Background: an optimization exercise with open tools, aiming at small area, a short achievable clock period and few clock cycles. Do not read the settings as production practice. At most, simulation tests tie the RTL to the original design; equivalence was not proved. No activity file was given, so power comes from the tool's default toggle rates.

Design chris_slave, start of the top module:
module chris_slave (
		input  wire [3:0]  avs_s0_address,
		input  wire        avs_s0_read,
		output wire [31:0] avs_s0_readdata,
		input  wire        avs_s0_write,
		input  wire [31:0] avs_s0_writedata,
		output wire        avs_s0_waitrequest,
		input  wire        clock_clk,
		input  wire        reset_reset,
		output wire        LEDR
	);
	wire [3:0]  a   = avs_s0_address;
	wire [31:0] wd  = avs_s0_writedata;
	wire        rst = reset_reset;
	wire        wr  = avs_s0_write;
	wire        rd  = avs_s0_read;
	reg  [31:0] v0, v1, v2, v3, v4, v5, v6, v7, v8;
	reg  [31:0] rdata;     
	reg  [31:0] n1, n2, o2;
	reg  [2:0]  k;         
	reg         pv;        
	reg         wait_q;    
	reg         wait2;     
	reg         led_q;     
	assign avs_s0_readdata    = rdata;
	assign avs_s0_waitrequest = wait_q;
	assign LEDR               = led_q;
	wire [31:0] wdm = wd & {32{~rst}};
	always @(posedge clock_clk) begin
		if (rst | (wr && a == 4'd0)) v0 <= wdm;
		if (rst | (wr && a == 4'd1)) v1 <= wdm;
		if (rst | (wr && a == 4'd2)) v2 <= wdm;
  ...
make LEC_CHECK=0 ABC_AREA=1 CAP_MARGIN=20 CORE_MARGIN=2 CORE_UTILIZATION=55 CTS_BUF_LIST='sky130_fd_sc_hd__clkbuf_8 sky130_fd_sc_hd__clkbuf_16' CTS_CLUSTER_DIAMETER=80 CTS_CLUSTER_SIZE=24 PLACE_DENSITY=0.72 SETUP_SLACK_MARGIN=3.6 SLEW_MARGIN=20 finish   # period 6.0 ns
run.sh (not shown) runs the stock make flow with config.mk's settings and CLKGATE_MAP_FILE= SYNTH_SCRIPT=/design/flow/synth_recipe.tcl, a recipe that flattens the netlist after the stock synthesis.
Testbench counts at the start, summed over its fixed seeds: cycles 63,899.
Rerun with:
- ABC_AREA: 1 -> not set
- CORE_UTILIZATION: 55 -> 60
- PLACE_DENSITY: 0.72 -> not set
- SETUP_SLACK_MARGIN: 3.6 -> 3.2
After rerunning: The new run went through all stages and came out clean; fmax went down by roughly a tenth; setup slack is worse by 0.38 ns; total power went down by a few percent; clock-buffer cell count went down by 2; synthesized area went down by a little under a tenth; final area went down by a little under a tenth; register-to-register slack is worse by 0.35 ns; clock skew went up by 0.0070 ns; utilization went up by 5.0 points.

v48:
Starting RTL as in the previous note.
make LEC_CHECK=0 ABC_AREA=1 CAP_MARGIN=20 CORE_MARGIN=2 CORE_UTILIZATION=55 CTS_BUF_LIST='sky130_fd_sc_hd__clkbuf_8 sky130_fd_sc_hd__clkbuf_16' CTS_CLUSTER_DIAMETER=80 CTS_CLUSTER_SIZE=24 SETUP_SLACK_MARGIN=3.8 SLEW_MARGIN=20 finish   # period 6.0 ns
Testbench counts of v48, summed over its fixed seeds: cycles 63,899.
For v34, these inputs were changed with respect to v48:
# v48
export LEC_CHECK = 0
export ABC_AREA = 1
export CAP_MARGIN = 20
export CORE_MARGIN = 2
export CORE_UTILIZATION = 55
export CTS_BUF_LIST = sky130_fd_sc_hd__clkbuf_8 sky130_fd_sc_hd__clkbuf_16
export CTS_CLUSTER_DIAMETER = 80
export CTS_CLUSTER_SIZE = 24
export SETUP_SLACK_MARGIN = 3.8
export SLEW_MARGIN = 20
create_clock -name core_clock -period 6.0 [get_ports {clock_clk}]
# v34
export LEC_CHECK = 0
export ABC_AREA = 1
export CAP_MARGIN = 20
export CORE_MARGIN = 2
export CORE_UTILIZATION = 65
export CTS_BUF_LIST = sky130_fd_sc_hd__clkbuf_8 sky130_fd_sc_hd__clkbuf_16
export CTS_CLUSTER_DIAMETER = 80
export CTS_CLUSTER_SIZE = 24
export SETUP_SLACK_MARGIN = 3.6
export SLEW_MARGIN = 20
create_clock -name core_clock -period 6.0 [get_ports {clock_clk}]
Results
Going from v48 to v34, wire length on met2 decreased by about 27% relative to the old numbers; count of boundary I/O pins closely matched the old numbers; cell-internal power decreased by 0.00043 W relative to the old numbers; cell count along the critical path decreased by 14 relative to the old numbers. v48 leaves more setup margin than v34.
Here is what was changed in the inputs of v43 compared with v34.
# v34
export LEC_CHECK = 0
export ABC_AREA = 1
export CAP_MARGIN = 20
export CORE_MARGIN = 2
export CORE_UTILIZATION = 65
export CTS_BUF_LIST = sky130_fd_sc_hd__clkbuf_8 sky130_fd_sc_hd__clkbuf_16
export CTS_CLUSTER_DIAMETER = 80
export CTS_CLUSTER_SIZE = 24
export SETUP_SLACK_MARGIN = 3.6
export SLEW_MARGIN = 20
create_clock -name core_clock -period 6.0 [get_ports {clock_clk}]
# v43
export LEC_CHECK = 0
export CAP_MARGIN = 20
export CORE_MARGIN = 2
export CORE_UTILIZATION = 40
export CTS_BUF_LIST = sky130_fd_sc_hd__clkbuf_8 sky130_fd_sc_hd__clkbuf_16
export CTS_CLUSTER_DIAMETER = 80
export CTS_CLUSTER_SIZE = 24
export SETUP_SLACK_MARGIN = 3.4
export SLEW_MARGIN = 20
create_clock -name core_clock -period 6.0 [get_ports {clock_clk}]
Findings:
- v43 — via count 3479 lower, v34 as reference
- The maximum frequency of v43 was inferior to that of v34.
- Compared with v34, clock-buffer cell count in v43 decreased by more than 10%.
Inputs modified between v43 and v25:
# v43
export LEC_CHECK = 0
export CAP_MARGIN = 20
export CORE_MARGIN = 2
export CORE_UTILIZATION = 40
export CTS_BUF_LIST = sky130_fd_sc_hd__clkbuf_8 sky130_fd_sc_hd__clkbuf_16
export CTS_CLUSTER_DIAMETER = 80
export CTS_CLUSTER_SIZE = 24
export SETUP_SLACK_MARGIN = 3.4
export SLEW_MARGIN = 20
create_clock -name core_clock -period 6.0 [get_ports {clock_clk}]
# v25
export LEC_CHECK = 0
export ABC_AREA = 1
export CAP_MARGIN = 20
export CORE_MARGIN = 2
export CORE_UTILIZATION = 55
export CTS_BUF_LIST = sky130_fd_sc_hd__clkbuf_8 sky130_fd_sc_hd__clkbuf_16
export CTS_CLUSTER_DIAMETER = 80
export CTS_CLUSTER_SIZE = 28
export SETUP_SLACK_MARGIN = 3.6
export SLEW_MARGIN = 20
create_clock -name core_clock -period 6.0 [get_ports {clock_clk}]
- Total wire length after detailed routing: v25 worse than v43
- Taking v43 as the reference, in v25 post-layout minimum cycle time saw a decrease; synthesis-to-finish area growth saw a decrease; first-iteration DRC count saw an increase.
- In the tables for v25 and v43, post-synthesis share of cell area spent on xor and xnor gates reads lower with v25.
- Critical path depth (v25 over v43): decrease, 9
- Looking at global-route wire length before repair across both flows, v25 is the weaker of the two, with v43 ahead.
- Clock share of power was lower in the run labelled v43.
- Of the two values seen for top layer reached by signal wires, met4 was produced by v25 and met5 by v43.
- Going from v43 to v25, fmax now sits higher; netlist area before placement picked up an extra about 8%.
The following lists how v24 was set up differently from v25:
# v25
export LEC_CHECK = 0
export ABC_AREA = 1
export CAP_MARGIN = 20
export CORE_MARGIN = 2
export CORE_UTILIZATION = 55
export CTS_BUF_LIST = sky130_fd_sc_hd__clkbuf_8 sky130_fd_sc_hd__clkbuf_16
export CTS_CLUSTER_DIAMETER = 80
export CTS_CLUSTER_SIZE = 28
export SETUP_SLACK_MARGIN = 3.6
export SLEW_MARGIN = 20
create_clock -name core_clock -period 6.0 [get_ports {clock_clk}]
# v24
export LEC_CHECK = 0
export ABC_AREA = 1
export CAP_MARGIN = 20
export CORE_MARGIN = 2
export CORE_UTILIZATION = 55
export CTS_BUF_LIST = sky130_fd_sc_hd__clkbuf_8 sky130_fd_sc_hd__clkbuf_16
export CTS_CLUSTER_DIAMETER = 80
export CTS_CLUSTER_SIZE = 28
export SETUP_SLACK_MARGIN = 3.55
export SLEW_MARGIN = 20
create_clock -name core_clock -period 6.0 [get_ports {clock_clk}]
--- outcome ---
Final cell count without fillers across v24 and v25: no real change. Final cycle utilization of the critical path: lower on v25. Delta(setup slack of the critical path after layout, v24 - v25) < 0. Top layer reached by signal wires: met5 -> v24, met4 -> v25. Compared with v25, v24 is the more power-hungry design. Summary of v24 over v25: non-clock buffer share of cell area picked up an extra 0.26 points; design area neither gained nor lost much; area of the multi-input gates lost 80 um2.

Starting RTL as in the previous note.
Settings: LEC_CHECK=0, ABC_AREA=1, CAP_MARGIN=20, CORE_MARGIN=2, CORE_UTILIZATION=60, CTS_BUF_LIST=sky130_fd_sc_hd__clkbuf_8 sky130_fd_sc_hd__clkbuf_16, CTS_CLUSTER_DIAMETER=80, CTS_CLUSTER_SIZE=28, SETUP_SLACK_MARGIN=3.6, SLEW_MARGIN=20; clock period 6.0 ns.
Testbench counts at the start, summed over its fixed seeds: cycles 63,899.
Edit:
ABC_AREA = not set   (was 1)
CORE_UTILIZATION = 55   (was 60)
CTS_CLUSTER_SIZE = 24   (was 28)
Setup slack gets worse by 0.26 ns.
Via count shrinks by 12%.
Wire length rises by 6.2%.
Power goes up by 3.9%.
Fmax shrinks by 9.4%.
Utilization grows by 2.2 points.
Global-route usage grows by 1.5 points.
Cell area came out higher by 5.0%.
Edit:
CORE_UTILIZATION = 40   (was 55)
CTS_BUF_LIST = not set   (was sky130_fd_sc_hd__clkbuf_8 sky130_fd_sc_hd__clkbuf_16)
CTS_CLUSTER_DIAMETER = not set   (was 80)
CTS_CLUSTER_SIZE = not set   (was 24)
SETUP_SLACK_MARGIN = 3.4   (was 3.6)
After rerunning: Utilization is lower by 24 points; final cell count is higher by a few percent; worst setup slack gets better by 0.056 ns.
Edit:
ABC_AREA = 1   (was not set)
CORE_UTILIZATION = 55   (was 40)
CTS_BUF_LIST = sky130_fd_sc_hd__clkbuf_8 sky130_fd_sc_hd__clkbuf_16   (was not set)
CTS_CLUSTER_DIAMETER = 80   (was not set)
CTS_CLUSTER_SIZE = 24   (was not set)
SETUP_SLACK_MARGIN = 4.0   (was 3.4)
Clock-buffer cell count came out lower by 27.
Clock power is lower by about 24%.
Non-clock buffer count came out higher by 224.
Routed wire length is higher by 52%.
Area after synthesis went up by about 8%.

Another version of the RTL of chris_slave (not shown whole).
Size in the first run: ~2,000 cells after synthesis, roughly 490 flip-flops, about 74 I/O pins, ~24,000 sq um of cells after synthesis.
==> flow/design.v (excerpt) <==
module chris_slave (
		input  wire [3:0]  avs_s0_address,
		input  wire        avs_s0_read,
		output wire [31:0] avs_s0_readdata,
		input  wire        avs_s0_write,
		input  wire [31:0] avs_s0_writedata,
		output wire        avs_s0_waitrequest,
		input  wire        clock_clk,
		input  wire        reset_reset,
		output wire        LEDR
	);
Settings: LEC_CHECK=0, ABC_CLOCK_PERIOD_IN_PS=2300, CAP_MARGIN=20, CORE_MARGIN=2, CORE_UTILIZATION=40, SETUP_SLACK_MARGIN=3.7, SLEW_MARGIN=20; clock period 6.0 ns.
Rerun with:
ABC_CLOCK_PERIOD_IN_PS = 2500   (was 2300)
SETUP_SLACK_MARGIN = 3.4   (was 3.7)
Result:
- The changed run produced a clean layout
- synthesized area stays the same
- utilization drops by 2.7 points
- clock skew climbs by 0.013 ns
- total power drops by 2.1%
- fmax drops by 5.4%
- wire length drops by 5.2%
- final cell count drops by 1.8%
Function was not checked in any run of this note: the RTL went through the layout flow alone.

## what the ideal ports hide
Ports are ideal in the flow. The routed layouts listed here were re-timed in OpenROAD.
Step 1: set_driving_cell puts a clkbuf_16 on clock_clk and a buf_2 on each other input, an assumption about the parent block.
Step 2 also shifts input and output timing later by t, the mid clock arrival at the registers, as if the neighbouring blocks saw the same clock.
Three values: ideal, step 1, step 2; two values: the first two.
| run | shift t [ns] | setup WS [ns] | hold WS [ns] | pins driven straight from the clock port |
|---|---|---|---|---|
| the first run of note 1 | 0.667 | 3.535 / 3.528 / 2.861 | 0.483 / 0.483 / 0.483 | 1 |
| the second run of note 1 | 0.655 | 3.151 / 3.154 / 2.500 | 0.496 / 0.496 / 0.496 | 1 |
| v48 | 0.677 | 3.494 / 3.509 / 2.832 | 0.507 / 0.507 / 0.507 | 1 |
| v34 | 0.633 | 3.399 / 3.434 / 2.802 | 0.482 / 0.482 / 0.482 | 1 |
| v43 | 0.641 | 3.308 / 3.259 / 2.618 | 0.488 / 0.488 / 0.488 | 1 |
| v25 | 0.669 | 3.591 / 3.546 / 2.914 | 0.489 / 0.489 / 0.489 | 1 |
| v24 | 0.675 | 3.473 / 3.501 / 2.830 | 0.492 / 0.492 / 0.492 | 1 |
| the first run of note 3 | 0.673 | 3.467 / 3.499 / 2.825 | 0.491 / 0.491 / 0.491 | 1 |
| the second run of note 3 | 0.659 | 3.204 / 3.214 / 2.555 | 0.481 / 0.481 / 0.481 | 1 |
| the third run of note 3 | 0.656 | 3.259 / 3.202 / 2.546 | 0.478 / 0.478 / 0.478 | 1 |
| the fourth run of note 3 | 0.722 | 3.412 / 3.425 / 2.704 | 0.493 / 0.493 / 0.493 | 1 |
| the first run of note 4 | 0.665 | 2.982 / 2.871 / 2.205 | 0.490 / 0.490 / 0.490 | 1 |
| the second run of note 4 | 0.682 | 2.808 / 2.808 / 2.157 | 0.473 / 0.473 / 0.473 | 1 |
After both steps setup and hold are still met in every run listed. The setup slack of the first run of note 4, which loses most, moves by -0.111 ns with the drivers and by -0.777 ns with both steps.
